From an optimization exercise on the open Yosys and OpenROAD flow, aimed at small area; shortcuts taken in it are not production practice.
Only simulation tests tie the RTL to the original design; equivalence was not proved.
The clock port is modelled as an ideal driver; clocking choices that lean on that would not hold on a real chip.

==> flow/design.v <==
`timescale 1ns / 1ps
module PWM_ENHANCED #(parameter R = 10)
(
input wire clk,
input wire rst,
input wire[31:0] dvsr,
input wire[R:0] duty,
output wire pwm_out
);
reg[31:0] q_reg;
reg[R-1:0] d_reg;
reg pwm_reg;
wire tick = (q_reg == 0);
always@(posedge clk or posedge rst)
begin
    if(rst)
    begin
        q_reg <= 0;
        d_reg <= 0;
        pwm_reg <= 0;
    end
    else
    begin
        q_reg <= (q_reg == dvsr) ? 0 : (q_reg + 1'b1);
        d_reg <= tick ? (d_reg + 1) : d_reg;
        pwm_reg <= ({1'b0, d_reg} < duty);
    end
end
assign pwm_out = pwm_reg;
endmodule
`timescale 1ns / 1ps
module TOP_PWM_RAINBOW
(
input wire clk,
input wire rst,
output wire[2:0] rgb,
input wire [3:0] sw
);
reg [2:0] q;
reg [8:0] d;       
reg [2:0] seg;
reg [5:0] off;
wire q_zero = !q[2] && !q[0];
wire q_four = q[2] && !q[1];
wire step   = q_four && (d[7:0] == 8'd0) && d[8];
reg seg_end;
always @(*)
begin
    case (seg)
    3'd0:    seg_end = (off == 6'd45);
    3'd1:    seg_end = (off == 6'd44);
    3'd2:    seg_end = (off == 6'd45);
    3'd3:    seg_end = (off == 6'd62);
    3'd4:    seg_end = (off == 6'd63);
    3'd5:    seg_end = (off == 6'd49);
    default: seg_end = 1'b1;
    endcase
end
wire [5:0] off_start = (seg == 3'd2 || seg == 3'd3 || seg == 3'd4) ? 6'd19 : 6'd0;
always @(posedge clk)
begin
    if (rst)
    begin
        q   <= 3'b100;
        d   <= 9'd0;
        seg <= 3'd7;
        off <= 6'd0;
    end
    else
    begin
        q <= {q[1:0], !q[2] && !q[1]};
        if (q_zero)
            d <= d + 9'd1;
        if (step || seg == 3'd7)
        begin
            if (seg_end)
            begin
                seg <= (seg == 3'd6 || seg == 3'd7) ? 3'd0 : seg + 3'd1;
                off <= off_start;
            end
            else
                off <= off + 6'd1;
        end
    end
end
wire [6:0] sum = {1'b0, d[5:0]} + {1'b0, off};
wire lt  = (d[5:0] < off);    
wire cy  = sum[6];            
wire lo  = (d[7:6] == 2'b00);
wire hi  = (d[7:6] != 2'b11);
reg r, g, b;
always @(*)
begin
    case (seg)
    3'd0:    begin r = 1'b1;              g = lo && lt;         b = 1'b0;             end
    3'd1:    begin r = hi || !cy;         g = (d[7:0] < 8'd46); b = 1'b0;             end
    3'd2:    begin r = (d[7:0] < 8'd211); g = (d[7:0] < 8'd46); b = lo && lt;         end
    3'd3:    begin r = (d[7:0] < 8'd211); g = lo && !cy;        b = (d[7:0] < 8'd45); end
    3'd4:    begin r = hi || lt;          g = (d[7:0] == 8'd0); b = (d[7:0] < 8'd45); end
    3'd5:    begin r = 1'b1;              g = (d[7:0] == 8'd0); b = lo && !cy;        end
    3'd6:    begin r = 1'b1;              g = 1'b0;             b = 1'b0;             end
    default: begin r = 1'b0;              g = 1'b0;             b = 1'b0;             end
    endcase
end
assign rgb = {b, g, r};
endmodule
export LEC_CHECK = 0
export ABC_AREA = 1
export CAP_MARGIN = 20
export CORE_AREA = 3 3 67 67
export DIE_AREA = 0 0 70 70
export SLEW_MARGIN = 20
create_clock -name core_clock -period 8.0 [get_ports {clk}]
standard.sh (not shown) runs the stock make flow with config.mk's settings and CLKGATE_MAP_FILE= SYNTH_SCRIPT=/design/flow/synth_recipe.tcl, a recipe that flattens the netlist after the stock synthesis.
==> flow/flow/run.sh <==
#!/bin/bash
# Own layout flow: the standard flow (standard.sh) with these changes.
#  1. Synthesis runs the standard flow's synthesis script (synth_recipe.tcl, so the registers
#     and their names are the standard synthesis's) with the combinational logic
#     mapped by a stronger ABC script (flow/area.abc) and without the adder
#     extraction step.
#  2. Instead of a clock tree, one clock buffer drives all registers
#     (flow/cts.tcl).
#  3. The ports are buffered with the smallest buffer.
# Each tool's output goes to a log of its own in this folder.
set -euo pipefail
W=$(pwd)
F=$W/flow

cat > $W/own_synth.tcl <<EOT
proc abc {args} {
  set i [lsearch -exact \$args -script]
  if {\$i >= 0} { set args [lreplace \$args \$i [expr {\$i + 1}] -script $F/area.abc] }
  yosys abc {*}\$args
}
source $W/synth_recipe.tcl
EOT

bash standard.sh SYNTH_SCRIPT=$W/own_synth.tcl ADDER_MAP_FILE= synth > $W/synth.log 2>&1
bash standard.sh "PRE_CTS_TCL=$F/cts.tcl" "ONE_CLOCK_BUFFER=sky130_fd_sc_hd__clkbuf_8" "BUFFER_PORTS_ARGS=-buffer_cell sky130_fd_sc_hd__buf_1" finish > $W/layout.log 2>&1
==> flow/flow/area.abc <==
strash
ifraig
scorr
dc2
strash
&get -n
&deepsyn -I 1 -J 300 -S 2
&put
dch -f
amap
topo
==> flow/flow/cts.tcl <==
# Sourced by ORFS's cts.tcl before clock tree synthesis (PRE_CTS_TCL). The
# design has few registers, so instead of TritonCTS's tree one clock buffer,
# placed at the centre of the registers, drives all of them; the clock port
# then feeds only that buffer.
proc clock_tree_synthesis {args} {
  set block [ord::get_db_block]
  set dbu [$block getDbUnitsPerMicron]
  set net [$block findNet clk]
  set xs 0
  set ys 0
  set n 0
  foreach it [$net getITerms] {
    set bb [[$it getInst] getBBox]
    incr xs [expr {([$bb xMin] + [$bb xMax]) / 2}]
    incr ys [expr {([$bb yMin] + [$bb yMax]) / 2}]
    incr n
  }
  set x [expr {double($xs) / $n / $dbu}]
  set y [expr {double($ys) / $n / $dbu}]
  puts "one clock buffer for $n clock pins at ($x, $y)"
  insert_buffer -buffer_cell $::env(ONE_CLOCK_BUFFER) -net clk -location [list $x $y] \
    -buffer_name clkbuf_0_clk -net_name clknet_0_clk
  [$block findNet clknet_0_clk] setSigType CLOCK
  set_propagated_clock [all_clocks]
}
The first run did not get past clock tree synthesis.
Edit:
--- a/flow/flow/run.sh
+++ b/flow/flow/run.sh
@@ -2 +2 @@
-# Own layout flow: the standard flow (standard.sh) with these changes.
+# Own layout flow: the standard flow (standard.sh) with three changes.
@@ -7,3 +7 @@
-#  2. Instead of a clock tree, one clock buffer drives all registers
-#     (flow/cts.tcl).
-#  3. The ports are buffered with the smallest buffer.
+#  2. Clock tree synthesis without dummy loads.
@@ -25 +23 @@
-bash standard.sh "PRE_CTS_TCL=$F/cts.tcl" "ONE_CLOCK_BUFFER=sky130_fd_sc_hd__clkbuf_8" "BUFFER_PORTS_ARGS=-buffer_cell sky130_fd_sc_hd__buf_1" finish > $W/layout.log 2>&1
+bash standard.sh "CTS_ARGS=-sink_clustering_enable -sink_clustering_size 30 -sink_clustering_max_diameter 300 -repair_clock_nets -dont_use_dummy_load" "BUFFER_PORTS_ARGS=-buffer_cell sky130_fd_sc_hd__buf_1" finish > $W/layout.log 2>&1
==> flow/flow/area.abc (replaced) <==
strash
ifraig
scorr
dc2
strash
&get -n
&deepsyn -T 20 -S 2
&put
dch -f
amap
topo
removed: flow/flow/cts.tcl
Now the flow finished clean. Synthesized cell count shrinks by 2.0%. Area after synthesis goes down by 0.46%.

-- static timing again, ports no longer ideal --
In the flow no input, the clock included, has a driving cell. The finished layout below was timed again as built, in two steps.
Step 1: set_driving_cell puts a clkbuf_16 on clk and a buf_2 on each other input, an assumption about the parent block.
Step 2 moves the port delays by t, midway between the first and last clock arrival at a register: inputs arrive t later, outputs are due t later. That takes back most of the time a late clock gives input paths.
Slacks: no drivers / after step 1 / after step 2; pairs: no drivers / after step 1.
run: the second run
shift t [ns]: 0.278
setup slack, ns: 3.940 / 3.916 / 4.195
worst hold slack (ns): 0.453 / 0.453 / 0.453
slew at the worst register clock pin (ns): 0.08 / 0.08
cell pins on the clock port's net: 1
After both steps the second run still meets setup and hold. For the second run, drivers alone change the setup slack by -0.024 ns; drivers and shift together by +0.255 ns.
